Background: an optimization exercise with open tools, aiming at small area, a short achievable clock period and few clock cycles per item. Do not read the settings as production practice.
Where RTL was checked, it was by simulation tests only, not by an equivalence proof against the original.
No functional check of the RTL was part of run 1.
No activity file was given, so power comes from the tool's default toggle rates.

## flow/design.v (module list and top-level ports; edited modules follow where they fit)
// module pe_divrow1: 4 lines
// module pe_divrow2: 10 lines
// module pe_divrow3: 12 lines
// module pe_divrow4: 16 lines
// module pe_divrow5: 18 lines
// module pe_divrow6: 22 lines
// module pe_divrow7: 26 lines
// module pe_divrow8: 32 lines
// module pe_divrow9: 34 lines
// module pe_divrow10: 38 lines
// module pe_divrow11: 42 lines
// module pe_divrow12: 48 lines
// module pe_divrow13: 52 lines
// module pe_divrow14: 58 lines
// module pe_divrow15: 64 lines
// module pe_divrow16: 72 lines
// module pe_divrow17: 74 lines
// module pe_divrow18: 78 lines
// module pe_divrow19: 82 lines
// module pe_divrow20: 88 lines
// module pe_divrow21: 92 lines
// module pe_divrow22: 98 lines
// module pe_divrow23: 104 lines
// module pe_divrow24: 112 lines
// module pe_divrow25: 116 lines
// module pe_divrow26: 122 lines
// module pe_divrow27: 128 lines
// module pe_divrow28: 136 lines
// module pe_divrow29: 142 lines
// module pe_divrow30: 150 lines
// module pe_divrow31: 158 lines
// module pe_divrow32: 168 lines
// module pe_mac: 1026 lines
// module pe_core_v3: 284 lines
module pe_core_v3 (
    input clk,
    input rst_n,
    input [31:0] opcode,
    input [31:0] op1,
    input [31:0] op2,
    input [31:0] op3,
    input valid_in,
    output reg [31:0] result_out,
    output reg result_valid
);
  // ...
==> flow/flow/run.sh <==
#!/bin/bash
set -euo pipefail
bash standard.sh "BUFFER_PORTS_ARGS=-buffer_cell sky130_fd_sc_hd__buf_2" \
  "SETUP_SLACK_MARGIN=50.9" finish > standard_flow.log 2>&1
==> flow/standard.sh <==
#!/bin/bash
# synth_recipe.tcl (not shown) runs the flow's synth.tcl, then flattens the netlist and writes it again
# the make line also repeats each setting of config.mk as NAME=value (left out here)
make -C /OpenROAD-flow-scripts/flow DESIGN_CONFIG=/design/flow/config.mk WORK_HOME=/design/flow/orfs CLKGATE_MAP_FILE= SYNTH_SCRIPT=/design/flow/synth_recipe.tcl "${@:-finish}"
==> flow/config.mk <==
export PLATFORM = sky130hd
export DESIGN_NAME = pe_core_v3
export DESIGN_NICKNAME = pe_core_v3
export VERILOG_FILES = /design/flow/design.v
export SDC_FILE = /design/flow/constraint.sdc
export NUM_CORES = 4
export LEC_CHECK = 0
export CAP_MARGIN = 35
export CORE_MARGIN = 2
export CORE_UTILIZATION = 55
export SLEW_MARGIN = 35
==> flow/constraint.sdc <==
create_clock -name core_clock -period 65.0 [get_ports {clk}]
set_input_delay 13.0000 -clock core_clock [delete_from_list [all_inputs] [get_ports {clk}]]
set_output_delay 13.0000 -clock core_clock [all_outputs]
set_load 0.01 [all_outputs]
==> results.cfg, run 1 <==
[run_status]
status = finished clean

[final_layout]
clkbuf_count = 97
multi_input_area_share = 0.620
clockNetworkAreaShare = 0.0444
seq_cells = 738
multiInputGateArea_sq_um = 38700
buffer_area_frac = 0.0304

[pwr]
p_leak_nw = 29.1
p_total_mw = 1.31
combPwrFrac = 0.249
p_clk_frac = 0.362
internal-power_mw = 0.896

[critical_path]
cp-end-kind = output pin
cp-endpoint = result_valid
r2r-end = R4[11]
reg2reg_depth = 66
max_stage_delay_ns = 0.36

[logic_synthesis]
yosys_warnings = 1
synth.distinct_cells = 105
synth-async-reset-ratio = 0.0122
netlist_area_sq_um = 56500
ys_top_cells_by_count = dfxtp_1 (729), inv_1 (660), ha_1 (633)
synth_most_common_cell = dfxtp_1
synth_edf_count = 0
synth_top_area_frac = 0.258

[worst_hold_path]
hold_end = AQ2[22]

[global_route]
grt-busiest-layer = met2
global_route.usage.met1 = 0.417

[routing]
avgRoutedWirePerCell_um = 23.2

[sta]
slew_headroom = 0.321

[placed_design]
dp_slack_ns = 49.23

[floorplanning]
row_count = 117
==> module pe_core_v3, before the edit <==
module pe_core_v3 (
    input clk,
    input rst_n,
    input [31:0] opcode,
    input [31:0] op1,
    input [31:0] op2,
    input [31:0] op3,
    input valid_in,
    output reg [31:0] result_out,
    output reg result_valid
);
    reg        v0;
    reg [11:0] op0;
    reg [31:0] a0, b0, c0;
    always @(posedge clk or negedge rst_n)
        if (!rst_n) v0 <= 1'b0;
        else        v0 <= valid_in;
    always @(posedge clk) begin
        op0 <= opcode[31:20];
        a0  <= op1;
        b0  <= op2;
        c0  <= op3;
    end
    wire [6:0] cls = op0[11:5];
    wire [4:0] fn  = op0[4:0];
    wire c_ar  = (cls == 7'b0000001);
    wire c_fp  = (cls == 7'b0000010);
    wire c_cmp = (cls == 7'b0010000);
    wire vld1  = v0 & (c_ar | c_fp | c_cmp);
    wire isdiv1 = c_ar & (fn == 5'b00100);
    wire f_add = c_ar & (fn == 5'b00001);
    wire f_sub = c_ar & (fn == 5'b00010);
    wire f_mul = c_ar & (fn == 5'b00011);
    wire f_mad = (c_ar & ((fn == 5'b00101) | (fn == 5'b00110))) | (c_fp & (fn == 5'b00001));
    wire f_and = c_ar & (fn == 5'b01001);
    wire f_or  = c_ar & (fn == 5'b01010);
    wire f_xor = c_ar & (fn == 5'b01011);
    wire f_shl = c_ar & (fn == 5'b01100);
    wire f_shr = c_ar & (fn == 5'b01101);
    wire f_relu = c_fp & (fn == 5'b01011);
    wire f_abs = c_fp & (fn == 5'b01101);
    wire f_neg = c_fp & (fn == 5'b01110);
    wire f_min = c_fp & (fn == 5'b10000);
    wire f_max = c_fp & (fn == 5'b10001);
    wire f_eq = c_cmp & (fn == 5'b00001);
    wire f_ne = c_cmp & (fn == 5'b00010);
    wire f_lt = c_cmp & (fn == 5'b00011);
    wire f_le = c_cmp & (fn == 5'b00100);
    wire f_gt = c_cmp & (fn == 5'b00101);
    wire f_ge = c_cmp & (fn == 5'b00110);
    wire [31:0] a_rev;
    genvar gi;
    generate for (gi = 0; gi < 32; gi = gi + 1) begin : rv
        assign a_rev[gi] = a0[31 - gi];
    end endgenerate
    wire [31:0] dec = 32'd1 << b0[4:0];
    wire y_b    = f_mul | f_mad;
    wire y_dec  = f_shl | f_shr;
    wire f_subm = f_sub | c_cmp | f_min | f_max;
    wire y_one  = f_add | f_subm | (f_abs & ~a0[31]);
    wire y_ones = f_neg | (f_abs & a0[31]);
    wire [31:0] mx = f_shr ? a_rev : a0;
    wire [31:0] my = ({32{y_b}} & b0) | ({32{y_dec}} & dec) | {{31{y_ones}}, y_ones | y_one};
    wire [31:0] mz = ({32{f_mad}} & c0) | ({32{f_add | f_subm}} & (b0 ^ {32{f_subm}}));
    wire [31:0] mac;
    pe_mac u_mac (.a(mx), .b(my), .c(mz), .ci(f_subm), .y(mac));
    wire [31:0] mac_rev;
    generate for (gi = 0; gi < 32; gi = gi + 1) begin : rv2
        assign mac_rev[gi] = mac[31 - gi];
    end endgenerate
    wire c31 = mac[31] ^ a0[31] ^ ~b0[31];
    wire lt = ~((a0[31] & ~b0[31]) | (a0[31] & c31) | (~b0[31] & c31));
    wire eq = ~|mac;
    wire cmp = (f_eq & eq) | (f_ne & ~eq) | (f_lt & lt) | (f_le & (lt | eq)) | (f_gt & ~lt & ~eq) | (f_ge & ~lt);
    wire s_mac = f_add | f_sub | f_mul | f_mad | f_neg | f_abs | f_shl;
    wire s_a = f_relu & ~a0[31] | f_min & lt | f_max & ~lt;
    wire s_b = f_min & ~lt | f_max & lt;
    wire [31:0] oth = ({32{s_mac}} & mac) | ({32{f_shr}} & mac_rev)
                    | ({32{f_and}} & (a0 & b0)) | ({32{f_or}} & (a0 | b0)) | ({32{f_xor}} & (a0 ^ b0))
                    | ({32{s_a}} & a0) | ({32{s_b}} & b0) | {31'd0, cmp};
    wire hz1_8 = ~|b0[31:8];
    wire hz1_7 = ~|b0[31:7];
    wire hz1_6 = ~|b0[31:6];
    wire hz1_5 = ~|b0[31:5];
    wire hz1_4 = ~|b0[31:4];
    wire hz1_3 = ~|b0[31:3];
    wire hz1_2 = ~|b0[31:2];
    wire hz1_1 = ~|b0[31:1];
    wire q_31; wire [0:0] rn_31;
    pe_divrow1 row_31 (.r(1'b0), .abit(a0[31]), .b(b0), .hz(hz1_1), .q(q_31), .rn(rn_31));
    wire [31:0] aq_31 = {a0[30:0], q_31};
    wire q_30; wire [1:0] rn_30;
    pe_divrow2 row_30 (.r(rn_31), .abit(aq_31[31]), .b(b0), .hz(hz1_2), .q(q_30), .rn(rn_30));
    wire [31:0] aq_30 = {aq_31[30:0], q_30};
    wire q_29; wire [2:0] rn_29;
    pe_divrow3 row_29 (.r(rn_30), .abit(aq_30[31]), .b(b0), .hz(hz1_3), .q(q_29), .rn(rn_29));
    wire [31:0] aq_29 = {aq_30[30:0], q_29};
    wire q_28; wire [3:0] rn_28;
    pe_divrow4 row_28 (.r(rn_29), .abit(aq_29[31]), .b(b0), .hz(hz1_4), .q(q_28), .rn(rn_28));
    wire [31:0] aq_28 = {aq_29[30:0], q_28};
    wire q_27; wire [4:0] rn_27;
    pe_divrow5 row_27 (.r(rn_28), .abit(aq_28[31]), .b(b0), .hz(hz1_5), .q(q_27), .rn(rn_27));
    wire [31:0] aq_27 = {aq_28[30:0], q_27};
    wire q_26; wire [5:0] rn_26;
    pe_divrow6 row_26 (.r(rn_27), .abit(aq_27[31]), .b(b0), .hz(hz1_6), .q(q_26), .rn(rn_26));
    wire [31:0] aq_26 = {aq_27[30:0], q_26};
    wire q_25; wire [6:0] rn_25;
    pe_divrow7 row_25 (.r(rn_26), .abit(aq_26[31]), .b(b0), .hz(hz1_7), .q(q_25), .rn(rn_25));
    wire [31:0] aq_25 = {aq_26[30:0], q_25};
    wire q_24; wire [7:0] rn_24;
    pe_divrow8 row_24 (.r(rn_25), .abit(aq_25[31]), .b(b0), .hz(hz1_8), .q(q_24), .rn(rn_24));
    wire [31:0] aq_24 = {aq_25[30:0], q_24};
    reg [7:0] R1; reg [31:0] AQ1, B1; reg isd1; reg v1;
    always @(posedge clk or negedge rst_n)
        if (!rst_n) v1 <= 1'b0;
        else        v1 <= vld1;
    always @(posedge clk) begin
        R1 <= rn_24;
        AQ1 <= aq_24;
        B1 <= (isdiv1 ? b0 : oth);
        isd1 <= isdiv1;
    end
    wire hz2_12 = ~|B1[31:12];
    wire hz2_11 = ~|B1[31:11];
    wire hz2_10 = ~|B1[31:10];
    wire hz2_9 = ~|B1[31:9];
    wire q_23; wire [8:0] rn_23;
    pe_divrow9 row_23 (.r(R1), .abit(AQ1[31]), .b(B1), .hz(hz2_9), .q(q_23), .rn(rn_23));
    wire [31:0] aq_23 = {AQ1[30:0], q_23};
    wire q_22; wire [9:0] rn_22;
    pe_divrow10 row_22 (.r(rn_23), .abit(aq_23[31]), .b(B1), .hz(hz2_10), .q(q_22), .rn(rn_22));
    wire [31:0] aq_22 = {aq_23[30:0], q_22};
    wire q_21; wire [10:0] rn_21;
    pe_divrow11 row_21 (.r(rn_22), .abit(aq_22[31]), .b(B1), .hz(hz2_11), .q(q_21), .rn(rn_21));
    wire [31:0] aq_21 = {aq_22[30:0], q_21};
    wire q_20; wire [11:0] rn_20;
    pe_divrow12 row_20 (.r(rn_21), .abit(aq_21[31]), .b(B1), .hz(hz2_12), .q(q_20), .rn(rn_20));
    wire [31:0] aq_20 = {aq_21[30:0], q_20};
    reg [11:0] R2; reg [31:0] AQ2, B2; reg isd2; reg v2;
    always @(posedge clk or negedge rst_n)
        if (!rst_n) v2 <= 1'b0;
        else        v2 <= v1;
    always @(posedge clk) begin
        R2 <= rn_20;
        AQ2 <= aq_20;
        B2 <= B1;
        isd2 <= isd1;
    end
    wire hz3_16 = ~|B2[31:16];
    wire hz3_15 = ~|B2[31:15];
    wire hz3_14 = ~|B2[31:14];
    wire hz3_13 = ~|B2[31:13];
    wire q_19; wire [12:0] rn_19;
    pe_divrow13 row_19 (.r(R2), .abit(AQ2[31]), .b(B2), .hz(hz3_13), .q(q_19), .rn(rn_19));
    wire [31:0] aq_19 = {AQ2[30:0], q_19};
    wire q_18; wire [13:0] rn_18;
    pe_divrow14 row_18 (.r(rn_19), .abit(aq_19[31]), .b(B2), .hz(hz3_14), .q(q_18), .rn(rn_18));
    wire [31:0] aq_18 = {aq_19[30:0], q_18};
    wire q_17; wire [14:0] rn_17;
    pe_divrow15 row_17 (.r(rn_18), .abit(aq_18[31]), .b(B2), .hz(hz3_15), .q(q_17), .rn(rn_17));
    wire [31:0] aq_17 = {aq_18[30:0], q_17};
    wire q_16; wire [15:0] rn_16;
    pe_divrow16 row_16 (.r(rn_17), .abit(aq_17[31]), .b(B2), .hz(hz3_16), .q(q_16), .rn(rn_16));
    wire [31:0] aq_16 = {aq_17[30:0], q_16};
    reg [15:0] R3; reg [31:0] AQ3, B3; reg isd3; reg v3;
    always @(posedge clk or negedge rst_n)
        if (!rst_n) v3 <= 1'b0;
        else        v3 <= v2;
    always @(posedge clk) begin
        R3 <= rn_16;
        AQ3 <= aq_16;
        B3 <= B2;
        isd3 <= isd2;
    end
    wire hz4_20 = ~|B3[31:20];
    wire hz4_19 = ~|B3[31:19];
    wire hz4_18 = ~|B3[31:18];
    wire hz4_17 = ~|B3[31:17];
    wire q_15; wire [16:0] rn_15;
    pe_divrow17 row_15 (.r(R3), .abit(AQ3[31]), .b(B3), .hz(hz4_17), .q(q_15), .rn(rn_15));
    wire [31:0] aq_15 = {AQ3[30:0], q_15};
    wire q_14; wire [17:0] rn_14;
    pe_divrow18 row_14 (.r(rn_15), .abit(aq_15[31]), .b(B3), .hz(hz4_18), .q(q_14), .rn(rn_14));
    wire [31:0] aq_14 = {aq_15[30:0], q_14};
    wire q_13; wire [18:0] rn_13;
    pe_divrow19 row_13 (.r(rn_14), .abit(aq_14[31]), .b(B3), .hz(hz4_19), .q(q_13), .rn(rn_13));
    wire [31:0] aq_13 = {aq_14[30:0], q_13};
    wire q_12; wire [19:0] rn_12;
    pe_divrow20 row_12 (.r(rn_13), .abit(aq_13[31]), .b(B3), .hz(hz4_20), .q(q_12), .rn(rn_12));
    wire [31:0] aq_12 = {aq_13[30:0], q_12};
    reg [19:0] R4; reg [31:0] AQ4, B4; reg isd4; reg v4;
    always @(posedge clk or negedge rst_n)
        if (!rst_n) v4 <= 1'b0;
        else        v4 <= v3;
    always @(posedge clk) begin
        R4 <= rn_12;
        AQ4 <= aq_12;
        B4 <= B3;
        isd4 <= isd3;
    end
    wire hz5_23 = ~|B4[31:23];
    wire hz5_22 = ~|B4[31:22];
    wire hz5_21 = ~|B4[31:21];
    wire q_11; wire [20:0] rn_11;
    pe_divrow21 row_11 (.r(R4), .abit(AQ4[31]), .b(B4), .hz(hz5_21), .q(q_11), .rn(rn_11));
    wire [31:0] aq_11 = {AQ4[30:0], q_11};
    wire q_10; wire [21:0] rn_10;
    pe_divrow22 row_10 (.r(rn_11), .abit(aq_11[31]), .b(B4), .hz(hz5_22), .q(q_10), .rn(rn_10));
    wire [31:0] aq_10 = {aq_11[30:0], q_10};
    wire q_9; wire [22:0] rn_9;
    pe_divrow23 row_9 (.r(rn_10), .abit(aq_10[31]), .b(B4), .hz(hz5_23), .q(q_9), .rn(rn_9));
    wire [31:0] aq_9 = {aq_10[30:0], q_9};
    reg [22:0] R5; reg [31:0] AQ5, B5; reg isd5; reg v5;
    always @(posedge clk or negedge rst_n)
        if (!rst_n) v5 <= 1'b0;
        else        v5 <= v4;
    always @(posedge clk) begin
        R5 <= rn_9;
        AQ5 <= aq_9;
        B5 <= B4;
        isd5 <= isd4;
    end
    wire hz6_26 = ~|B5[31:26];
    wire hz6_25 = ~|B5[31:25];
    wire hz6_24 = ~|B5[31:24];
    wire q_8; wire [23:0] rn_8;
    pe_divrow24 row_8 (.r(R5), .abit(AQ5[31]), .b(B5), .hz(hz6_24), .q(q_8), .rn(rn_8));
    wire [31:0] aq_8 = {AQ5[30:0], q_8};
    wire q_7; wire [24:0] rn_7;
    pe_divrow25 row_7 (.r(rn_8), .abit(aq_8[31]), .b(B5), .hz(hz6_25), .q(q_7), .rn(rn_7));
    wire [31:0] aq_7 = {aq_8[30:0], q_7};
    wire q_6; wire [25:0] rn_6;
    pe_divrow26 row_6 (.r(rn_7), .abit(aq_7[31]), .b(B5), .hz(hz6_26), .q(q_6), .rn(rn_6));
    wire [31:0] aq_6 = {aq_7[30:0], q_6};
    reg [25:0] R6; reg [31:0] AQ6, B6; reg isd6; reg v6;
    always @(posedge clk or negedge rst_n)
        if (!rst_n) v6 <= 1'b0;
        else        v6 <= v5;
    always @(posedge clk) begin
        R6 <= rn_6;
        AQ6 <= aq_6;
        B6 <= B5;
        isd6 <= isd5;
    end
    wire hz7_29 = ~|B6[31:29];
    wire hz7_28 = ~|B6[31:28];
    wire hz7_27 = ~|B6[31:27];
    wire q_5; wire [26:0] rn_5;
    pe_divrow27 row_5 (.r(R6), .abit(AQ6[31]), .b(B6), .hz(hz7_27), .q(q_5), .rn(rn_5));
    wire [31:0] aq_5 = {AQ6[30:0], q_5};
    wire q_4; wire [27:0] rn_4;
    pe_divrow28 row_4 (.r(rn_5), .abit(aq_5[31]), .b(B6), .hz(hz7_28), .q(q_4), .rn(rn_4));
    wire [31:0] aq_4 = {aq_5[30:0], q_4};
    wire q_3; wire [28:0] rn_3;
    pe_divrow29 row_3 (.r(rn_4), .abit(aq_4[31]), .b(B6), .hz(hz7_29), .q(q_3), .rn(rn_3));
    wire [31:0] aq_3 = {aq_4[30:0], q_3};
    reg [28:0] R7; reg [31:0] AQ7, B7; reg isd7; reg v7;
    always @(posedge clk or negedge rst_n)
        if (!rst_n) v7 <= 1'b0;
        else        v7 <= v6;
    always @(posedge clk) begin
        R7 <= rn_3;
        AQ7 <= aq_3;
        B7 <= B6;
        isd7 <= isd6;
    end
    wire hz8_32 = 1'b1;
    wire hz8_31 = ~|B7[31:31];
    wire hz8_30 = ~|B7[31:30];
    wire q_2; wire [29:0] rn_2;
    pe_divrow30 row_2 (.r(R7), .abit(AQ7[31]), .b(B7), .hz(hz8_30), .q(q_2), .rn(rn_2));
    wire [31:0] aq_2 = {AQ7[30:0], q_2};
    wire q_1; wire [30:0] rn_1;
    pe_divrow31 row_1 (.r(rn_2), .abit(aq_2[31]), .b(B7), .hz(hz8_31), .q(q_1), .rn(rn_1));
    wire [31:0] aq_1 = {aq_2[30:0], q_1};
    wire q_0; wire [31:0] rn_0;
    pe_divrow32 row_0 (.r(rn_1), .abit(aq_1[31]), .b(B7), .hz(hz8_32), .q(q_0), .rn(rn_0));
    wire [31:0] aq_0 = {aq_1[30:0], q_0};
    always @(posedge clk or negedge rst_n)
        if (!rst_n) result_valid <= 1'b0;
        else        result_valid <= v7;
    always @(posedge clk)
        result_out <= isd7 ? aq_0 : B7;
endmodule
==> run 2, diff against run 1 <==
--- a/flow/design.v
+++ b/flow/design.v
@@ -3622,4 +3622,5 @@
         isd4 <= isd3;
     end
+    wire hz5_24 = ~|B4[31:24];
     wire hz5_23 = ~|B4[31:23];
     wire hz5_22 = ~|B4[31:22];
@@ -3634,74 +3635,63 @@
     pe_divrow23 row_9 (.r(rn_10), .abit(aq_10[31]), .b(B4), .hz(hz5_23), .q(q_9), .rn(rn_9));
     wire [31:0] aq_9 = {aq_10[30:0], q_9};
-    reg [22:0] R5; reg [31:0] AQ5, B5; reg isd5; reg v5;
+    wire q_8; wire [23:0] rn_8;
+    pe_divrow24 row_8 (.r(rn_9), .abit(aq_9[31]), .b(B4), .hz(hz5_24), .q(q_8), .rn(rn_8));
+    wire [31:0] aq_8 = {aq_9[30:0], q_8};
+    reg [23:0] R5; reg [31:0] AQ5, B5; reg isd5; reg v5;
     always @(posedge clk or negedge rst_n)
         if (!rst_n) v5 <= 1'b0;
         else        v5 <= v4;
     always @(posedge clk) begin
-        R5 <= rn_9;
-        AQ5 <= aq_9;
+        R5 <= rn_8;
+        AQ5 <= aq_8;
         B5 <= B4;
         isd5 <= isd4;
     end
+    wire hz6_28 = ~|B5[31:28];
+    wire hz6_27 = ~|B5[31:27];
     wire hz6_26 = ~|B5[31:26];
     wire hz6_25 = ~|B5[31:25];
-    wire hz6_24 = ~|B5[31:24];
-    wire q_8; wire [23:0] rn_8;
-    pe_divrow24 row_8 (.r(R5), .abit(AQ5[31]), .b(B5), .hz(hz6_24), .q(q_8), .rn(rn_8));
-    wire [31:0] aq_8 = {AQ5[30:0], q_8};
     wire q_7; wire [24:0] rn_7;
-    pe_divrow25 row_7 (.r(rn_8), .abit(aq_8[31]), .b(B5), .hz(hz6_25), .q(q_7), .rn(rn_7));
-    wire [31:0] aq_7 = {aq_8[30:0], q_7};
+    pe_divrow25 row_7 (.r(R5), .abit(AQ5[31]), .b(B5), .hz(hz6_25), .q(q_7), .rn(rn_7));
+    wire [31:0] aq_7 = {AQ5[30:0], q_7};
     wire q_6; wire [25:0] rn_6;
     pe_divrow26 row_6 (.r(rn_7), .abit(aq_7[31]), .b(B5), .hz(hz6_26), .q(q_6), .rn(rn_6));
     wire [31:0] aq_6 = {aq_7[30:0], q_6};
-    reg [25:0] R6; reg [31:0] AQ6, B6; reg isd6; reg v6;
+    wire q_5; wire [26:0] rn_5;
+    pe_divrow27 row_5 (.r(rn_6), .abit(aq_6[31]), .b(B5), .hz(hz6_27), .q(q_5), .rn(rn_5));
+    wire [31:0] aq_5 = {aq_6[30:0], q_5};
+    wire q_4; wire [27:0] rn_4;
+    pe_divrow28 row_4 (.r(rn_5), .abit(aq_5[31]), .b(B5), .hz(hz6_28), .q(q_4), .rn(rn_4));
+    wire [31:0] aq_4 = {aq_5[30:0], q_4};
+    reg [27:0] R6; reg [31:0] AQ6, B6; reg isd6; reg v6;
     always @(posedge clk or negedge rst_n)
         if (!rst_n) v6 <= 1'b0;
         else        v6 <= v5;
     always @(posedge clk) begin
-        R6 <= rn_6;
-        AQ6 <= aq_6;
+        R6 <= rn_4;
+        AQ6 <= aq_4;
         B6 <= B5;
         isd6 <= isd5;
     end
+    wire hz7_32 = 1'b1;
+    wire hz7_31 = ~|B6[31:31];
+    wire hz7_30 = ~|B6[31:30];
     wire hz7_29 = ~|B6[31:29];
-    wire hz7_28 = ~|B6[31:28];
-    wire hz7_27 = ~|B6[31:27];
-    wire q_5; wire [26:0] rn_5;
-    pe_divrow27 row_5 (.r(R6), .abit(AQ6[31]), .b(B6), .hz(hz7_27), .q(q_5), .rn(rn_5));
-    wire [31:0] aq_5 = {AQ6[30:0], q_5};
-    wire q_4; wire [27:0] rn_4;
-    pe_divrow28 row_4 (.r(rn_5), .abit(aq_5[31]), .b(B6), .hz(hz7_28), .q(q_4), .rn(rn_4));
-    wire [31:0] aq_4 = {aq_5[30:0], q_4};
     wire q_3; wire [28:0] rn_3;
-    pe_divrow29 row_3 (.r(rn_4), .abit(aq_4[31]), .b(B6), .hz(hz7_29), .q(q_3), .rn(rn_3));
-    wire [31:0] aq_3 = {aq_4[30:0], q_3};
-    reg [28:0] R7; reg [31:0] AQ7, B7; reg isd7; reg v7;
-    always @(posedge clk or negedge rst_n)
-        if (!rst_n) v7 <= 1'b0;
-        else        v7 <= v6;
-    always @(posedge clk) begin
-        R7 <= rn_3;
-        AQ7 <= aq_3;
-        B7 <= B6;
-        isd7 <= isd6;
-    end
-    wire hz8_32 = 1'b1;
-    wire hz8_31 = ~|B7[31:31];
-    wire hz8_30 = ~|B7[31:30];
+    pe_divrow29 row_3 (.r(R6), .abit(AQ6[31]), .b(B6), .hz(hz7_29), .q(q_3), .rn(rn_3));
+    wire [31:0] aq_3 = {AQ6[30:0], q_3};
     wire q_2; wire [29:0] rn_2;
-    pe_divrow30 row_2 (.r(R7), .abit(AQ7[31]), .b(B7), .hz(hz8_30), .q(q_2), .rn(rn_2));
-    wire [31:0] aq_2 = {AQ7[30:0], q_2};
+    pe_divrow30 row_2 (.r(rn_3), .abit(aq_3[31]), .b(B6), .hz(hz7_30), .q(q_2), .rn(rn_2));
+    wire [31:0] aq_2 = {aq_3[30:0], q_2};
     wire q_1; wire [30:0] rn_1;
-    pe_divrow31 row_1 (.r(rn_2), .abit(aq_2[31]), .b(B7), .hz(hz8_31), .q(q_1), .rn(rn_1));
+    pe_divrow31 row_1 (.r(rn_2), .abit(aq_2[31]), .b(B6), .hz(hz7_31), .q(q_1), .rn(rn_1));
     wire [31:0] aq_1 = {aq_2[30:0], q_1};
     wire q_0; wire [31:0] rn_0;
-    pe_divrow32 row_0 (.r(rn_1), .abit(aq_1[31]), .b(B7), .hz(hz8_32), .q(q_0), .rn(rn_0));
+    pe_divrow32 row_0 (.r(rn_1), .abit(aq_1[31]), .b(B6), .hz(hz7_32), .q(q_0), .rn(rn_0));
     wire [31:0] aq_0 = {aq_1[30:0], q_0};
     always @(posedge clk or negedge rst_n)
         if (!rst_n) result_valid <= 1'b0;
-        else        result_valid <= v7;
+        else        result_valid <= v6;
     always @(posedge clk)
-        result_out <= isd7 ? aq_0 : B7;
+        result_out <= isd6 ? aq_0 : B6;
 endmodule
--- a/flow/config.mk
+++ b/flow/config.mk
@@ -9,3 +9,5 @@
 export CORE_MARGIN = 2
 export CORE_UTILIZATION = 55
+export CTS_CLUSTER_DIAMETER = 120
+export CTS_CLUSTER_SIZE = 30
 export SLEW_MARGIN = 35
==> run 2 against run 1 <==
Sequential power down 2%. Flip-flop and latch count down 92. Clock skew down 0.022 ns. Cell count down 4.0%. Die area down 4.1%. Sequential share of layout area down 1.6 points. Routed wire length down 7.0%. Clock power down 51%. Critical path type unchanged. Critical endpoint unchanged. Largest power group is now combinational logic.
==> results.cfg, run 2 <==
[sta]
fmax_mhz = 70.6
post-route-min-period_ns = 14.17
setup_tns_ns = 0
holdWs_ns = 0.310
rsz0062_at_grt = yes
hold_viol_final = 0
min_period_over_period = 0.218
tightest_slew_ns = 1.01
fin_worst_skew_ns = 0.0266
setup_violations = 0
slew_viol_final = 0
slew_headroom = 0.317

[run_status]
status = finished clean

[critical_path]
critPathKind = reg2out
required_ns = 52.00
reg2reg_depth = 60
cp_cell_sequence = buf_2
cp.arrival_ns = 1.17
critPathMaxFanout = 1
max_stage_delay_ns = 0.37
cp-start-kind = register
critical_path_buf_inv_count = 1
cp_num_cells = 1
cp-end-kind = output pin
timing.critical_path.max_delay_family = flip-flops
slowest_stage = dfrtp_1

[floorplanning]
start_util = 0.553
io_pins = 164
core_sq_um = 98000
row_count = 115
die_width_um = 318
fp.dieH_um = 318
die-area_sq_um = 101000

[global_route]
grt_max_degree = 81
grt_pass1_vias = 42698
grt_pass1_wl_mm = 252
grt_remaining_overflow = 0
antenna_found_initial = 11
track_usage = 0.322

[logic_synthesis]
synth_edf_count = 0
synth_seq_area_share = 0.239
synth-async-reset-ratio = 0.0124
yosysTopAreaCell = dfxtp_1
synth_area_leaders = dfxtp_1 (24%), ha_1 (15%), fa_1 (13%)
synth_most_common_cell = dfxtp_1
syn_area_per_cell_sq_um = 9.07
syn_inst = 5976
ys_seq_elements = 646
synth_nets = 7086
synth.distinct_cells = 104
ys_top_cells_by_count = dfxtp_1 (638), ha_1 (633), inv_1 (631)
synth_top_area_frac = 0.236
yosys_warnings = 1
synth-main-ff-cell = dfxtp_1
netlist_area_sq_um = 54200

[final_layout]
final_cell_mix = ha_1 (631), inv_1 (629), dfxtp_1 (625), nand2_1 (374), o21ai_0 (374)
nNetsFinal = 7155
final_common_cell = ha_1
fillers = 8824
final_cells = 7351
area_growth_pct = 7.91
postLayoutCellArea_sq_um = 58500
regArea_sq_um = 13000
multiInputGateArea_sq_um = 38700
drive_gt1_frac = 0.110

[routing]
routed_wl_mm = 165
drc_errors = 0
via_count = 43256
final_antenna_net_count = 0
dr.pass1.iters = 6
via_per_inst = 5.88
first_iter_violations = 3127
avgRoutedWirePerCell_um = 22.5

[placed_design]
port_buffers = 143
hpwl_mm = 132
post_dp_cell_area_sq_um = 56500
gp_congestion = 1.01
placed_cells = 7259

[worst_hold_path]
whs_path_depth = 0
hold_path.class = reg2reg

[pwr]
powerDensity_nw_per_um2 = 33.5
p_leak_nw = 27.1
vdd_drop_max_v = 0.0000293
p_total_mw = 1.96

[clock_network]
worstSkewPairLatency_ns = 0.68
cts.sinks = 646
clock-root-buffer = clkbuf_16
cts_htree_levels = 1
cts_buffers = 30
cts_max_path_buffers = 3
cts_hold_buffers = 0
cts_tree = done
clk_pin_slew_ns = 0.10

[job]
max_cap_viol_count = 0
run 2: cell types whose count changed after synthesis, moves of 35 or more:
cell      change
a22oi_1      -92
clkbuf_1     -35
dfxtp_1      -91
mux2_2       +63
o21ai_0     +129
xor2_1       -38
run 2: kinds of logic after synthesis:
group                      share of synthesized area
and+or+nand+nor                                0.104
AOI/OAI and AO/OA                              0.167
adders and majority gates                      0.274
buffers and inverters                         0.0612
DFF                                            0.239
muxes                                         0.0668
xor gates and xnor gates                      0.0875
run 2: final cells by class:
type | count | area share
inverter | 638 | 0.0411
clock buffer | 32 | 0.0135
timing repair inverter | 1 | 0.0000855
clock inverter | 12 | 0.00351
multi-input combinational | 4464 | 0.661
sequential | 646 | 0.222
antenna | 7 | 0.000299
tap | 1287 | 0.0275
timing repair buffer | 264 | 0.0307
run 2: worst paths after layout:
kind / startpoint / end / slack (ns)
max: result_valid / result_valid / 50.83
min: AQ1[18] / AQ2[22] / 0.31
min in group asynchronous: rst_n / v0 / 12.15
max in group asynchronous: rst_n / v3 / 52.68
min reg2reg: AQ1[18] / AQ2[22] / 0.31
max reg2reg: B4[0] / R5[8] / 51.66
run 2: stage by stage:
step | worst slack [ns] | utilization
2_1_floorplan | 50.91 | -
3_3_place_gp | 48.95 | 0.575
3_5_place_dp | 48.96 | 0.576
4_1_cts | 50.78 | 0.590
5_1_grt | 50.78 | 0.597
6_report | 50.83 | 0.597
run 2: power breakdown:
group	switching [mW]	internal [mW]
logic	0.656	0.573
registers	0.0487	0.449
clock network	0.140	0.0929
total	0.845	1.12
run 2: timing repair:
action                     in CTS  in global routing
pin swaps                       6                 24
buffers inserted               11                 26
cloned                          2                  1
setup endpoints to repair     109                135
resized for setup              77                107
run 2: per-layer routing:
| metal | vias to the layer above | part of all wire | track usage |
|---|---|---|---|
| met5 | - | 0 | 0 |
| met4 | 0 | 0.064 | 0.174 |
| met3 | 416 | 0.059 | 0.0374 |
| met2 | 1451 | 0.47 | 0.549 |
| met1 | 20648 | 0.41 | 0.400 |
| li1 | 20741 | - | - |
Testbench counts of run 2, summed over its fixed seeds: cycles 160,054, items 160,000.
==> run 3, diff against run 2 <==
--- a/flow/config.mk
+++ b/flow/config.mk
@@ -9,5 +9,3 @@
 export CORE_MARGIN = 2
 export CORE_UTILIZATION = 55
-export CTS_CLUSTER_DIAMETER = 120
-export CTS_CLUSTER_SIZE = 30
 export SLEW_MARGIN = 35
==> run 3 against run 2 <==
Core utilization grew 1.6 points. Synthesized area is the same. Hold slack gained 0.0013 ns. Final area grew 2.6%. Total power grew 10%. Clock skew grew 0.0063 ns. Largest power group unchanged. Critical path depth is the same. Synthesized cell count is the same. Cell count grew 1.2%.
==> results.cfg, run 3 <==
[global_route]
track_usage = 0.328
antenna_found_initial = 13
grt_remaining_overflow = 0
grt_pass1_vias = 43279
grt_pass1_wl_mm = 254
grt_max_degree = 81

[sta]
setup_violations = 0
min_period_over_period = 0.218
post-route-min-period_ns = 14.15
slew_viol_final = 0
fmax_mhz = 70.7
fin_worst_skew_ns = 0.0329
tightest_slew_ns = 1.03
slew_headroom = 0.310
hold_viol_final = 0
setup_tns_ns = 0
rsz0062_at_grt = yes

[critical_path]
critPathMaxFanout = 1
r2r-end = R5[8]
critPathKind = reg2out
max_stage_delay_ns = 0.36
cp-end-kind = output pin
reg2reg_depth = 60
cp.arrival_ns = 1.15
critical_path_buf_inv_count = 1
critPathLaunch = result_valid
slowest_stage = dfrtp_1
required_ns = 52.00
cp_cell_sequence = buf_2
r2r_setup_slack_ns = 51.61
cp-endpoint = result_valid
cp-start-kind = register
cp_num_cells = 1
worstReg2RegStart = B4[0]
timing.critical_path.max_delay_family = flip-flops

[logic_synthesis]
synth_most_common_cell = dfxtp_1
netlist_area_sq_um = 54200
synth_area_leaders = dfxtp_1 (24%), ha_1 (15%), fa_1 (13%)
synth_seq_area_share = 0.239
yosys_warnings = 1
synth-main-ff-cell = dfxtp_1
ys_top_cells_by_count = dfxtp_1 (638), ha_1 (633), inv_1 (631)
synth.distinct_cells = 104
synth_edf_count = 0
synth_top_area_frac = 0.236
yosysTopAreaCell = dfxtp_1
synth-async-reset-ratio = 0.0124
syn_area_per_cell_sq_um = 9.07
ys_seq_elements = 646
synth_nets = 7086
syn_inst = 5976

[floorplanning]
start_util = 0.553
row_count = 115
fp.dieH_um = 318
die_width_um = 318
die-area_sq_um = 101000
io_pins = 164
core_sq_um = 98000

[routing]
avgRoutedWirePerCell_um = 22.5
first_iter_violations = 3340
routed_wl_mm = 167
dr.pass1.iters = 6
drc_errors = 0
final_antenna_net_count = 0
via_per_inst = 5.87
via_count = 43655

[final_layout]
postLayoutCellArea_sq_um = 60000
drive_gt1_frac = 0.121
final_common_cell = ha_1
final_cell_mix = ha_1 (631), inv_1 (629), dfxtp_1 (627), nand2_1 (374), o21ai_0 (373)
area_growth_pct = 10.7
nNetsFinal = 7196

[clock_network]
cts.sinks = 646
cts_buffers = 74
clk_pin_slew_ns = 0.06
worstSkewPairLatency_ns = 0.66
cts_max_path_buffers = 3
cts_htree_levels = 3
cts_hold_buffers = 0
clock-root-buffer = clkbuf_16
cts_tree = done

[job]
max_cap_viol_count = 0

[pwr]
vdd_drop_max_v = 0.0000290
p_leak_nw = 27.8
powerDensity_nw_per_um2 = 36.1

[worst_hold_path]
hold_path.class = reg2reg

[placed_design]
port_buffers = 143
gp_congestion = 1.01
hpwl_mm = 132
post_dp_cell_area_sq_um = 56500

[run_status]
status = finished clean
-- run 3: logic make-up (layout without fill, tap and decap cells) --
group | count (synthesis) | in the layout | synth area share
AO/OA/AOI/OAI | 1419 | 1419 | 0.167
XOR/XNOR | 528 | 528 | 0.0875
adder cells (fa/ha/maj) | 980 | 980 | 0.274
buffers and inverters | 866 | 1034 | 0.0612
flip-flops | 646 | 646 | 0.239
multiplexers | 340 | 340 | 0.0668
other | 0 | 6 | 0
AND/OR/NAND/NOR | 1197 | 1197 | 0.104
-- run 3: worst min-delay path by stage --
| stage | startpoint | to | slack [ns] | cells after the start |
|---|---|---|---|---|
| global placement | AQ2[12] | AQ3[16] | 0.31 | 0 |
| floorplan | AQ1[6] | AQ2[10] | 0.31 | 0 |
| CTS | AQ3[14] | AQ4[18] | 0.31 | 0 |
| detailed placement | AQ2[8] | AQ3[12] | 0.31 | 0 |
| global route | AQ1[21] | AQ2[25] | 0.33 | 0 |
| finish | AQ3[14] | AQ4[18] | 0.31 | 0 |
-- run 3: final cells by class --
cell class / count / area (sq um)
multi-input combinational: 4464 / 38700
sequential: 646 / 13000
clock buffer: 86 / 1980
fill: 8679 / 37900
timing repair buffer: 261 / 1770
inverter: 638 / 2400
tap: 1287 / 1610
clock inverter: 48 / 568
antenna: 6 / 15.0
timing repair inverter: 1 / 5.00
-- run 3: routing by layer --
metal  global-route usage  share of wire
met1                0.400           0.41
met2                0.556           0.47
met3               0.0495          0.062
met4                0.182          0.066
met5                    0        0.00017
-- run 3: metrics by stage --
stage	hold WS [ns]	utilization	std cells	total power [mW]	setup WS [ns]
after floorplan	0.310	-	5976	1.44	50.91
after global placement	0.309	0.575	7258	1.65	48.95
after detailed placement	0.312	0.576	7259	1.68	48.96
after CTS	0.315	0.606	7405	2.14	50.81
after global routing	0.328	0.613	7432	2.37	50.80
final	0.312	0.613	7437	2.17	50.85
-- run 3: power by group --
part / internal, mW / switching (mW)
logic: 0.573 / 0.657
clock network: 0.255 / 0.182
registers: 0.450 / 0.0488
-- run 3: repair_timing --
action | 4_1_cts | 5_1_grt
setup buffers | 10 | 24
pin swaps | 6 | 25
gates cloned | 2 | 1
setup endpoints to repair | 109 | 134
gates resized for setup | 77 | 109
==> run 4, diff against run 3 <==
--- a/flow/config.mk
+++ b/flow/config.mk
@@ -9,3 +9,5 @@
 export CORE_MARGIN = 2
 export CORE_UTILIZATION = 55
+export CTS_CLUSTER_DIAMETER = 160
+export CTS_CLUSTER_SIZE = 26
 export SLEW_MARGIN = 35
==> run 4 against run 3 <==
Critical path type unchanged. Clock power is 52% lower. Clock skew is 0.012 ns higher. Highest routed layer is now met4. Hold slack better by 0.011 ns. Count of clock-buffer cells in the layout is 56 lower. Non-clock buffer count is 2 higher. Final area is 2.9% lower. Register-to-register slack worse by 0.02 ns. Sequential power hardly changed. Synthesized area stayed put.
==> results.cfg, run 4 <==
[global_route]
antenna_found_initial = 10
grt_max_degree = 81
track_usage = 0.322
grt_pass1_vias = 42643
grt_remaining_overflow = 0
grt_pass1_wl_mm = 251

[logic_synthesis]
ys_seq_elements = 646
synth_seq_area_share = 0.239
synth_edf_count = 0
syn_area_per_cell_sq_um = 9.07
synth_top_area_frac = 0.236
synth_area_leaders = dfxtp_1 (24%), ha_1 (15%), fa_1 (13%)
synth_nets = 7086
synth-main-ff-cell = dfxtp_1
synth.distinct_cells = 104
yosys_warnings = 1
ys_top_cells_by_count = dfxtp_1 (638), ha_1 (633), inv_1 (631)
synth-async-reset-ratio = 0.0124
synth_most_common_cell = dfxtp_1
yosysTopAreaCell = dfxtp_1
netlist_area_sq_um = 54200
syn_inst = 5976

[critical_path]
slowest_stage = dfrtp_1
required_ns = 52.00
cp-start-kind = register
worstReg2RegStart = B4[0]
cp.arrival_ns = 1.18
r2r-end = R5[8]
reg2reg_depth = 60
critical_path_buf_inv_count = 1
timing.critical_path.max_delay_family = flip-flops
max_stage_delay_ns = 0.38
r2r_setup_slack_ns = 51.59
critPathKind = reg2out
cp-end-kind = output pin
critPathMaxFanout = 1
cp_cell_sequence = buf_2

[pwr]
vdd_drop_max_v = 0.0000296
p_leak_nw = 27.0
powerDensity_nw_per_um2 = 33.2
p_total_mw = 1.94

[final_layout]
area_growth_pct = 7.54
final_common_cell = ha_1
fillers = 8862
drive_gt1_frac = 0.108
nNetsFinal = 7153
final_cell_mix = ha_1 (631), inv_1 (629), dfxtp_1 (625), nand2_1 (374), o21ai_0 (374)

[sta]
tightest_slew_ns = 1.03
rsz0062_at_grt = yes
fin_worst_skew_ns = 0.0444
fmax_mhz = 70.5
hold_viol_final = 0
post-route-min-period_ns = 14.18
slew_viol_final = 0
min_period_over_period = 0.218
setup_violations = 0
slew_headroom = 0.310
setup_tns_ns = 0

[worst_hold_path]
whs_path_depth = 0
hold_start = AQ2[7]
hold_path.class = reg2reg
hold_end = AQ3[11]

[routing]
final_antenna_net_count = 0
avgRoutedWirePerCell_um = 22.5
routed_wl_mm = 165
drc_errors = 0
dr.pass1.iters = 6
first_iter_violations = 3125
via_per_inst = 5.90
via_count = 43320

[clock_network]
cts_buffers = 29
worstSkewPairLatency_ns = 0.67
cts.sinks = 646
clock-root-buffer = clkbuf_16
cts_tree = done
cts_max_path_buffers = 3
clk_pin_slew_ns = 0.10
cts_hold_buffers = 0
cts_htree_levels = 1

[floorplanning]
die-area_sq_um = 101000
die_width_um = 318
start_util = 0.553
row_count = 115
fp.dieH_um = 318
core_sq_um = 98000
io_pins = 164

[job]
max_cap_viol_count = 0

[placed_design]
hpwl_mm = 132
port_buffers = 143
gp_congestion = 1.01

[run_status]
status = finished clean
run 4: timing repair:
action | 4_1_cts | 5_1_grt
endpoints found under the setup margin | 109 | 132
gates resized for setup | 79 | 108
setup buffers | 10 | 25
pin swaps | 6 | 24
cloned | 2 | 2
run 4: worst reg2reg max path, delay by kind of cell, from the launching register on:
| kind | cells | cell delay [ns] |
|---|---|---|
| AO/OA/AOI/OAI | 41 | 8.50 |
| adder cells (fa/ha/maj) | 5 | 1.52 |
| buffers and inverters | 5 | 0.89 |
| flip-flops | 1 | 0.39 |
| multiplexers | 4 | 1.16 |
| AND/OR/NAND/NOR | 5 | 0.80 |
run 4: worst max-delay path by stage:
| stage | slack, ns | startpoint | end | cells past startpoint |
|---|---|---|---|---|
| finish | 50.82 | result_valid | result_valid | 1 |
| global route | 50.73 | B4[0] | R5[8] | 57 |
| CTS | 50.77 | result_valid | result_valid | 1 |
| detailed placement | 48.96 | B3[0] | R4[2] | 66 |
| global placement | 48.95 | B3[0] | R4[2] | 66 |
| floorplan | 50.91 | B3[0] | R4[16] | 69 |
run 4: cell families after synthesis:
logic type,after synthesis,share of synthesized area
muxes,340,0.0668
DFF,646,0.239
and+or+nand+nor,1197,0.104
adders and majority gates,980,0.274
xor gates and xnor gates,528,0.0875
AOI/OAI and AO/OA,1419,0.167
buffers and inverters,866,0.0612
run 4: layout make-up:
| cell class | count | area [sq um] | area share |
|---|---|---|---|
| clock buffers | 30 | 729 | 0.0125 |
| repair inverters | 1 | 5.00 | 0.0000858 |
| flip-flops and latches | 646 | 13000 | 0.223 |
| diodes | 8 | 20.0 | 0.000343 |
| inverters | 638 | 2400 | 0.0412 |
| clock inverters | 4 | 36.3 | 0.000622 |
| well taps | 1287 | 1610 | 0.0276 |
| repair buffers | 263 | 1810 | 0.0310 |
| multi-input cells | 4464 | 38700 | 0.664 |
run 4: routing by layer:
layer | global-route usage | vias to the layer above | wire [um]
li1 | - | 20739 | -
met1 | 0.399 | 20683 | 67700
met2 | 0.548 | 1461 | 76900
met3 | 0.0385 | 437 | 10000
met4 | 0.173 | 0 | 10800
met5 | 0 | - | 0
run 4: power breakdown:
group	leakage, nW	internal, mW	switching (mW)	total (mW)
Sequential	5.42	0.449	0.0487	0.498
Clock	0.379	0.0812	0.129	0.210
Combinational	21.2	0.573	0.657	1.23
run 4: through the flow:
stage / setup slack, ns / utilization / cells / area [sq um] / hold slack, ns
floorplan: 50.91 / - / 5976 / 54200 / 0.310
global placement: 48.95 / 0.575 / 7258 / 56400 / 0.309
detailed placement: 48.96 / 0.576 / 7259 / 56500 / 0.312
CTS: 50.77 / 0.588 / 7305 / 57600 / 0.321
global route: 50.73 / 0.595 / 7335 / 58300 / 0.326
finish: 50.82 / 0.595 / 7341 / 58300 / 0.322
==> run 5, diff against run 4 <==
--- a/flow/config.mk
+++ b/flow/config.mk
@@ -8,6 +8,6 @@
 export CAP_MARGIN = 35
 export CORE_MARGIN = 2
-export CORE_UTILIZATION = 55
-export CTS_CLUSTER_DIAMETER = 160
-export CTS_CLUSTER_SIZE = 26
+export CORE_UTILIZATION = 65
+export CTS_CLUSTER_DIAMETER = 200
+export CTS_CLUSTER_SIZE = 22
 export SLEW_MARGIN = 35
==> run 5 against run 4 <==
Highest routed layer is now met5. Core utilization up 11 points. Still clean on timing, DRC and antenna. Setup slack improved by 0.027 ns. Register-to-register slack better by 0.06 ns. Critical path depth unchanged. Die area down 15%. Hold slack better by 0.0082 ns. Synthesized cell count unchanged. Largest power group unchanged. Critical path type unchanged. Total power up 1.8%. Count of clock-buffer cells in the layout rose by 6.
==> results.cfg, run 5 <==
[run_status]
status = finished clean

[global_route]
grt_pass1_wl_mm = 256
grt_max_degree = 81
antenna_found_initial = 13
grt_pass1_vias = 44326
grt_remaining_overflow = 0
track_usage = 0.390

[sta]
post-route-min-period_ns = 14.15
slew_viol_final = 0
hold_viol_final = 0
fin_worst_skew_ns = 0.0297
fmax_mhz = 70.7
slew_headroom = 0.296
setup_tns_ns = 0
min_period_over_period = 0.218
tightest_slew_ns = 1.06
rsz0062_at_grt = yes
setup_violations = 0

[routing]
routed_wl_mm = 168
via_count = 44426
final_antenna_net_count = 0
avgRoutedWirePerCell_um = 23.6
dr.pass1.iters = 7
drc_errors = 0
first_iter_violations = 3901
via_per_inst = 6.23

[clock_network]
cts.sinks = 646
cts_buffers = 35
clk_pin_slew_ns = 0.10
cts_max_path_buffers = 3
cts_htree_levels = 2
cts_tree = done
cts_hold_buffers = 0
clock-root-buffer = clkbuf_16
worstSkewPairLatency_ns = 0.62

[logic_synthesis]
synth.distinct_cells = 104
ys_top_cells_by_count = dfxtp_1 (638), ha_1 (633), inv_1 (631)
synth_top_area_frac = 0.236
yosys_warnings = 1
yosysTopAreaCell = dfxtp_1
synth-async-reset-ratio = 0.0124
synth_nets = 7086
syn_area_per_cell_sq_um = 9.07
ys_seq_elements = 646
synth_area_leaders = dfxtp_1 (24%), ha_1 (15%), fa_1 (13%)
synth_edf_count = 0
synth-main-ff-cell = dfxtp_1
synth_most_common_cell = dfxtp_1
netlist_area_sq_um = 54200
syn_inst = 5976
synth_seq_area_share = 0.239

[pwr]
vdd_drop_max_v = 0.0000358
p_seq_frac = 0.253
combPwrFrac = 0.629
switching_share = 0.432
powerDensity_nw_per_um2 = 34.0
power.switching_mw = 0.853
internal-power_mw = 1.12
p_leak_nw = 27.1
p_clk_frac = 0.118

[critical_path]
cp.arrival_ns = 1.15
cp-end-kind = output pin
critPathKind = reg2out
timing.critical_path.max_delay_family = flip-flops
cp_cell_sequence = buf_6
critical_path_buf_inv_count = 1
max_stage_delay_ns = 0.43
slowest_stage = dfxtp_4
critPathMaxFanout = 1
cp-start-kind = register
required_ns = 52.00

[floorplanning]
die-area_sq_um = 85700
die_width_um = 293
io_pins = 164
core_sq_um = 82400
row_count = 105
fp.dieH_um = 293
start_util = 0.658

[final_layout]
final_common_cell = ha_1
final_util = 0.705
final_cell_mix = ha_1 (632), dfxtp_1 (630), inv_1 (630), nand2_1 (373), o21ai_0 (370)
area_growth_pct = 7.16
postLayoutCellArea_sq_um = 58100
fillers = 6485
drive_gt1_frac = 0.108
nNetsFinal = 7161

[placed_design]
gp_congestion = 1.02
port_buffers = 143
hpwl_mm = 129
post_dp_cell_area_sq_um = 56200

[job]
max_cap_viol_count = 0

[worst_hold_path]
hold_path.class = reg2reg
[run 5: cell counts after synthesis]
Identical to the previous run, type by type.
[run 5: through the flow]
stage	hold WS [ns]	std cells	worst slack, ns	power (mW)
finish	0.330	7131	50.85	1.97
global route	0.323	7126	50.79	2.15
CTS	0.327	7098	50.85	1.94
detailed placement	0.312	7049	48.98	1.68
global placement	0.310	7049	49.10	1.63
floorplan	0.310	5976	50.91	1.44
[run 5: metal layers]
metal	wire length, um	vias to the layer above	GRT usage	share of wire
met4	14000	6	0.278	0.083
met1	63100	21088	0.457	0.38
met3	15300	629	0.0869	0.091
li1	-	20700	-	-
met5	45	-	0	0.00027
met2	75800	2003	0.634	0.45
[run 5: repair_timing]
| item | CTS | global route |
|---|---|---|
| pin swaps | 6 | 23 |
| resized for setup | 68 | 106 |
| buffers inserted | 6 | 24 |
| cloned | 2 | 1 |
| setup endpoints to repair | 80 | 103 |
[run 5: logic make-up (layout without fill, tap and decap cells)]
logic type / count (synthesis) / count (layout) / synth area share
DFF: 646 / 646 / 0.239
buffers and inverters: 866 / 945 / 0.0612
and+or+nand+nor: 1197 / 1197 / 0.104
adders and majority gates: 980 / 980 / 0.274
other: 0 / 6 / 0
xor gates and xnor gates: 528 / 528 / 0.0875
AOI/OAI and AO/OA: 1419 / 1419 / 0.167
muxes: 340 / 340 / 0.0668
[run 5: area by class of cell]
| cell class | instances | area (sq um) | area share |
|---|---|---|---|
| inverter | 638 | 2400 | 0.0413 |
| timing repair inverter | 1 | 5.00 | 0.0000861 |
| antenna | 6 | 15.0 | 0.000258 |
| clock buffer | 36 | 880 | 0.0151 |
| timing repair buffer | 265 | 1780 | 0.0307 |
| tap | 1070 | 1340 | 0.0230 |
| multi-input combinational | 4464 | 38700 | 0.665 |
| sequential | 646 | 13000 | 0.223 |
| clock inverter | 5 | 43.8 | 0.000754 |
[run 5: power groups by stage]
stage	registers, mW	logic (mW)	clock network, mW
floorplan	0.484	0.954	0
global placement	0.507	1.13	0
detailed placement	0.508	1.17	0
CTS	0.499	1.20	0.236
global route	0.504	1.40	0.250
finish	0.499	1.24	0.232
[run 5: path summary, 6_finish.rpt]
kind | startpoint | endpoint | slack, ns | cells past startpoint
setup / recovery | result_out[21] | result_out[21] | 50.85 | 1
hold / removal | AQ2[25] | AQ3[29] | 0.33 | 0
setup reg to reg | b0[11] | R1[5] | 51.65 | 52
hold reg to reg | AQ2[25] | AQ3[29] | 0.33 | 0
max in group asynchronous | rst_n | v4 | 52.62 | 1
min in group asynchronous | rst_n | v5 | 12.20 | 1
==> run 6, diff against run 5 <==
--- a/flow/config.mk
+++ b/flow/config.mk
@@ -6,7 +6,8 @@
 export NUM_CORES = 4
 export LEC_CHECK = 0
+export ABC_AREA = 1
 export CAP_MARGIN = 35
 export CORE_MARGIN = 2
-export CORE_UTILIZATION = 65
+export CORE_UTILIZATION = 55
 export CTS_CLUSTER_DIAMETER = 200
 export CTS_CLUSTER_SIZE = 22
==> run 6 against run 5 <==
Fmax increased by 0.42%. Critical path depth unchanged. Flip-flop and latch count unchanged. Register-to-register slack improved by 0.40 ns. Routed wire length increased by 7.6%. Total power decreased by 54%. Setup slack improved by 0.059 ns. Sequential share of layout area decreased by 0.36 points. Die area increased by 20%. Count of clock-buffer cells in the layout increased by 1. Sequential power decreased by 13%. Critical path type unchanged. Highest routed layer is now met4.
==> results.cfg, run 6 <==
[run_status]
status = finished clean

[final_layout]
drive_gt1_frac = 0.0765
postLayoutCellArea_sq_um = 59100
final_cell_mix = nand2_1 (1593), inv_1 (1007), ha_1 (633), dfxtp_1 (624), o21ai_0 (391)
final_common_cell = nand2_1
diodes = 0
nNetsFinal = 8332
fillers = 9315
area_growth_pct = 7.28

[logic_synthesis]
ys_seq_elements = 646
synth_seq_area_share = 0.236
synth_area_leaders = dfxtp_1 (23%), ha_1 (14%), fa_1 (13%)
synth-main-ff-cell = dfxtp_1
syn_area_per_cell_sq_um = 7.71
synth-async-reset-ratio = 0.0124
synth.distinct_cells = 72
synth_nets = 8255
synth_edf_count = 0
netlist_area_sq_um = 55100
synth_top_area_frac = 0.232
yosys_warnings = 1
ys_top_cells_by_count = nand2_1 (1617), inv_1 (1018), dfxtp_1 (638)
yosysTopAreaCell = dfxtp_1
synth_most_common_cell = nand2_1
syn_inst = 7145

[critical_path]
cp-start-kind = register
required_ns = 52.00
timing.critical_path.max_delay_family = flip-flops
slowest_stage = dfrtp_1
critPathMaxFanout = 1
cp_cell_sequence = buf_2
critical_path_buf_inv_count = 1
critPathKind = reg2out
cp.arrival_ns = 1.10
max_stage_delay_ns = 0.36
cp-end-kind = output pin

[routing]
via_count = 48098
drc_errors = 0
first_iter_violations = 3439
final_antenna_net_count = 0
dr.pass1.iters = 6
routed_wl_mm = 181
avgRoutedWirePerCell_um = 21.2
via_per_inst = 5.64

[global_route]
grt_max_degree = 57
track_usage = 0.349
grt_remaining_overflow = 0
grt_pass1_wl_mm = 273
antenna_found_initial = 3
grt_pass1_vias = 46878

[floorplanning]
fp.dieH_um = 320
die_width_um = 320
die-area_sq_um = 103000
io_pins = 164
start_util = 0.552
row_count = 116
core_sq_um = 99700

[pwr]
p_leak_nw = 29.9
powerDensity_nw_per_um2 = 15.5
vdd_drop_max_v = 0.0000231

[sta]
slew_headroom = 0.291
fin_worst_skew_ns = 0.0421
rsz0062_at_grt = yes
tightest_slew_ns = 1.05
slew_viol_final = 0
fmax_mhz = 70.9
setup_tns_ns = 0
setup_violations = 0
post-route-min-period_ns = 14.10
min_period_over_period = 0.217
hold_viol_final = 0

[clock_network]
cts_max_path_buffers = 3
cts_buffers = 35
clk_pin_slew_ns = 0.09
clock-root-buffer = clkbuf_16
cts_hold_buffers = 0
worstSkewPairLatency_ns = 0.63
cts_tree = done
cts.sinks = 646
cts_htree_levels = 2

[placed_design]
port_buffers = 143
hpwl_mm = 144
gp_congestion = 1.02
post_dp_cell_area_sq_um = 57000

[job]
max_cap_viol_count = 0

[worst_hold_path]
hold_path.class = reg2reg
==> run 6: cell count changes after synthesis, moves of 139 or more <==
cell	delta
nand2_1	+1242
mux2_2	-176
inv_1	+387
o22ai_1	+187
mux2i_1	-149
xnor2_1	-139
xor2_1	+150
nand3_1	+277
==> run 6: final timing paths <==
kind,endpoint,startpoint,depth (start not counted),slack (ns)
worst max register to register,R1[0],b0[13],63,52.05
worst max-delay path,result_valid,result_valid,1,50.90
max in group asynchronous,v4,rst_n,1,52.61
worst min register to register,AQ5[26],AQ4[22],0,0.32
min in group asynchronous,result_valid,rst_n,1,12.21
worst min-delay path,AQ5[26],AQ4[22],0,0.32
==> run 6: repair_timing <==
| item | CTS | global route |
|---|---|---|
| setup buffers | 12 | 29 |
| cloned | 1 | 9 |
| pin swaps | 6 | 20 |
| endpoints found under the setup margin | 89 | 112 |
| gates resized for setup | 43 | 155 |
==> run 6: cell families (layout without fill, tap and decap cells) <==
| kind of cell | count (synthesis) | in the layout | share of synthesized area |
|---|---|---|---|
| AO/OA/AOI/OAI | 1168 | 1168 | 0.125 |
| multiplexers | 15 | 15 | 0.00273 |
| flip-flops | 646 | 646 | 0.236 |
| AND/OR/NAND/NOR | 2523 | 2523 | 0.193 |
| adder cells (fa/ha/maj) | 979 | 979 | 0.270 |
| XOR/XNOR | 530 | 530 | 0.0843 |
| buffers and inverters | 1284 | 1365 | 0.0899 |
==> run 6: routing by layer <==
metal  wire length (um)  up-vias  global-route usage  part of all wire
met4              15300        0               0.249             0.085
li1                   -    23314                   -                 -
met5                  0        -                   0                 0
met3              10600      578              0.0443             0.059
met2              86800     1625               0.608              0.48
met1              68200    22581               0.394              0.38
==> run 6: cell type report <==
| cell class | instances | area, sq um | area share |
|---|---|---|---|
| multi-input combinational | 5215 | 37500 | 0.635 |
| sequential | 646 | 13000 | 0.220 |
| inverter | 1065 | 4070 | 0.0688 |
| timing repair buffer | 256 | 1920 | 0.0324 |
| tap | 1298 | 1620 | 0.0275 |
| clock buffer | 37 | 883 | 0.0150 |
| clock inverter | 4 | 42.5 | 0.000720 |
| timing repair inverter | 3 | 23.8 | 0.000402 |
==> run 6: metrics by stage <==
stage               hold slack [ns]   util  total power, mW  std cells  setup slack (ns)
floorplan                     0.310      -            0.624       7145             51.62
global placement              0.310  0.571            0.678       8424             49.42
detailed placement            0.312  0.572            0.688       8431             49.17
CTS                           0.318  0.584            0.919       8485             50.87
global route                  0.328  0.593            0.976       8524             50.72
finish                        0.318  0.593            0.917       8524             50.90
==> run 6: power breakdown <==
group / internal (mW) / switching (mW)
clock network: 0.0985 / 0.134
logic: 0.0980 / 0.154
registers: 0.416 / 0.0169
total: 0.613 / 0.304
==> run 6: worst reg2reg max path, delay by kind of cell, from the launching register on <==
kind | cells | cell delay (ns)
compound gates | 15 | 3.80
xor+xnor | 1 | 0.15
fa+ha+maj | 9 | 2.89
buf+inv | 3 | 0.44
flops | 1 | 0.47
mux | 1 | 0.38
simple gates | 34 | 4.72
==> run 7, diff against run 6 <==
--- a/flow/config.mk
+++ b/flow/config.mk
@@ -6,5 +6,4 @@
 export NUM_CORES = 4
 export LEC_CHECK = 0
-export ABC_AREA = 1
 export CAP_MARGIN = 35
 export CORE_MARGIN = 2
==> run 7 against run 6 <==
Register-to-register slack lost 0.46 ns. Via count shrank 10%. Sequential share of layout area grew 0.25 points. Highest routed layer unchanged.
==> results.cfg, run 7 <==
[routing]
avgRoutedWirePerCell_um = 22.6
final_antenna_net_count = 0
dr.pass1.iters = 9
via_count = 43308
first_iter_violations = 3127
via_per_inst = 5.90
routed_wl_mm = 166
drc_errors = 0

[floorplanning]
die-area_sq_um = 101000
die_width_um = 318
start_util = 0.553
row_count = 115
fp.dieH_um = 318
core_sq_um = 98000
io_pins = 164

[critical_path]
cp.arrival_ns = 1.10
critPathMaxFanout = 1
cp_cell_sequence = buf_2
slowest_stage = dfrtp_1
r2r_setup_slack_ns = 51.59
critPathKind = reg2out
cp-end-kind = output pin
critical_path_buf_inv_count = 1
timing.critical_path.max_delay_family = flip-flops
cp-start-kind = register
max_stage_delay_ns = 0.37
required_ns = 52.00

[logic_synthesis]
synth-main-ff-cell = dfxtp_1
synth_edf_count = 0
synth.distinct_cells = 104
netlist_area_sq_um = 54200
ys_top_cells_by_count = dfxtp_1 (638), ha_1 (633), inv_1 (631)
syn_inst = 5976
synth_nets = 7086
synth_area_leaders = dfxtp_1 (24%), ha_1 (15%), fa_1 (13%)
synth_most_common_cell = dfxtp_1
yosysTopAreaCell = dfxtp_1
synth_top_area_frac = 0.236
synth-async-reset-ratio = 0.0124
synth_seq_area_share = 0.239
syn_area_per_cell_sq_um = 9.07
yosys_warnings = 1
ys_seq_elements = 646

[final_layout]
fillers = 8857
area_growth_pct = 7.65
final_cell_mix = dfxtp_1 (631), ha_1 (631), inv_1 (629), nand2_1 (374), o21ai_0 (373)
final_cells = 7342
nNetsFinal = 7157
drive_gt1_frac = 0.108
final_util = 0.596

[sta]
setup_tns_ns = 0
post-route-min-period_ns = 14.10
tightest_slew_ns = 1.07
fin_worst_skew_ns = 0.0622
slew_headroom = 0.287
holdWs_ns = 0.310
slew_viol_final = 0
setup_violations = 0
min_period_over_period = 0.217
hold_viol_final = 0
fmax_mhz = 70.9
rsz0062_at_grt = yes

[global_route]
track_usage = 0.324
grt_pass1_vias = 42715
grt_max_degree = 81
grt_pass1_wl_mm = 252
antenna_found_initial = 12
grt_remaining_overflow = 0

[clock_network]
worstSkewPairLatency_ns = 0.66
cts.sinks = 646
cts_max_path_buffers = 3
cts_tree = done
clock-root-buffer = clkbuf_16
cts_buffers = 35
clk_pin_slew_ns = 0.09
cts_htree_levels = 2

[job]
max_cap_viol_count = 0

[placed_design]
hpwl_mm = 132
gp_congestion = 1.01
port_buffers = 143
placed_cells = 7259

[run_status]
status = finished clean

[pwr]
p_total_mw = 1.96
p_leak_nw = 27.0
vdd_drop_max_v = 0.0000250
powerDensity_nw_per_um2 = 33.6

[worst_hold_path]
hold_path.class = reg2reg
## run 7: cell families (layout without fill, tap and decap cells)
logic type / Yosys count / count (layout) / share of synthesized area
compound gates: 1419 / 1419 / 0.167
simple gates: 1197 / 1197 / 0.104
fa+ha+maj: 980 / 980 / 0.274
buf+inv: 866 / 940 / 0.0612
flops: 646 / 646 / 0.239
xor+xnor: 528 / 528 / 0.0875
mux: 340 / 340 / 0.0668
other cells: 0 / 5 / 0
## run 7: final cells by class
| type | instances | area (sq um) | area share |
|---|---|---|---|
| clock buffer | 37 | 905 | 0.0155 |
| inverter | 638 | 2400 | 0.0412 |
| clock inverter | 3 | 41.3 | 0.000707 |
| timing repair buffer | 261 | 1720 | 0.0294 |
| tap | 1287 | 1610 | 0.0276 |
| multi-input combinational | 4464 | 38700 | 0.663 |
| antenna | 5 | 12.5 | 0.000214 |
| timing repair inverter | 1 | 5.00 | 0.0000857 |
| sequential | 646 | 13000 | 0.222 |
## run 7: final timing paths
path,start,to,cells past startpoint
setup reg to reg,B4[0],R5[8],60
hold / removal,AQ3[14],AQ4[18],0
min in group asynchronous,rst_n,v0,1
hold reg to reg,AQ3[14],AQ4[18],0
setup / recovery,result_valid,result_valid,1
max in group asynchronous,rst_n,v3,1
## run 7: through the flow
step	area, sq um	setup slack, ns
detailed placement	56500	48.96
finish	58400	50.90
CTS	57700	50.84
global route	58400	50.74
floorplan	54200	50.91
global placement	56400	48.95
## run 7: routing by layer
metal | share of wire | routed length (um) | vias to the layer above | global-route usage
met1 | 0.41 | 67800 | 20589 | 0.401
met3 | 0.060 | 9970 | 438 | 0.0418
met5 | 0 | 0 | - | 0
li1 | - | - | 20741 | -
met4 | 0.066 | 10900 | 0 | 0.180
met2 | 0.47 | 77100 | 1540 | 0.549
## run 7: where the power goes
part | leakage (nW) | internal, mW | switching, mW
registers | 5.42 | 0.449 | 0.0486
clock network | 0.463 | 0.101 | 0.134
logic | 21.2 | 0.572 | 0.656
total | 27.0 | 1.12 | 0.839
## run 7: repair_timing
item / 4_1_cts / 5_1_grt
hold buffers: 0 / 0
gates resized for setup: 72 / 102
setup buffers: 10 / 25
endpoints found under the setup margin: 79 / 105
pin swaps: 6 / 25
gates cloned: 2 / 1

-- what the ideal ports hide --
The flow's constraints put no driver on any port. The routed layouts listed below were extracted and timed again, unchanged, in two steps.
Step 1 (the two cells are an assumption about what drives the block):
set clk [get_ports {clk}]
set_driving_cell -lib_cell sky130_fd_sc_hd__clkbuf_16 $clk
set_driving_cell -lib_cell sky130_fd_sc_hd__buf_2 [delete_from_list [all_inputs] $clk]
Step 2 also shifts input and output timing later by t, the mid clock arrival at the registers, as if the neighbouring blocks saw the same clock.
a / b / c = no drivers / after step 1 / after step 2; a / b = the first two.
run	t (ns)	slack for setup (ns)	clock arrival spread, ns
run 1	0.736	50.839 / 50.766 / 51.501	0.049 / 0.049
run 2	0.738	50.832 / 50.757 / 51.494	0.031 / 0.031
run 3	0.720	50.855 / 50.780 / 51.500	0.039 / 0.039
run 4	0.728	50.819 / 50.742 / 51.469	0.048 / 0.047
run 5	0.674	50.846 / 50.774 / 51.449	0.034 / 0.033
run 6	0.684	50.904 / 50.830 / 51.515	0.045 / 0.045
run 7	0.707	50.895 / 50.817 / 51.524	0.063 / 0.063
After both steps every run listed still meets setup and hold.
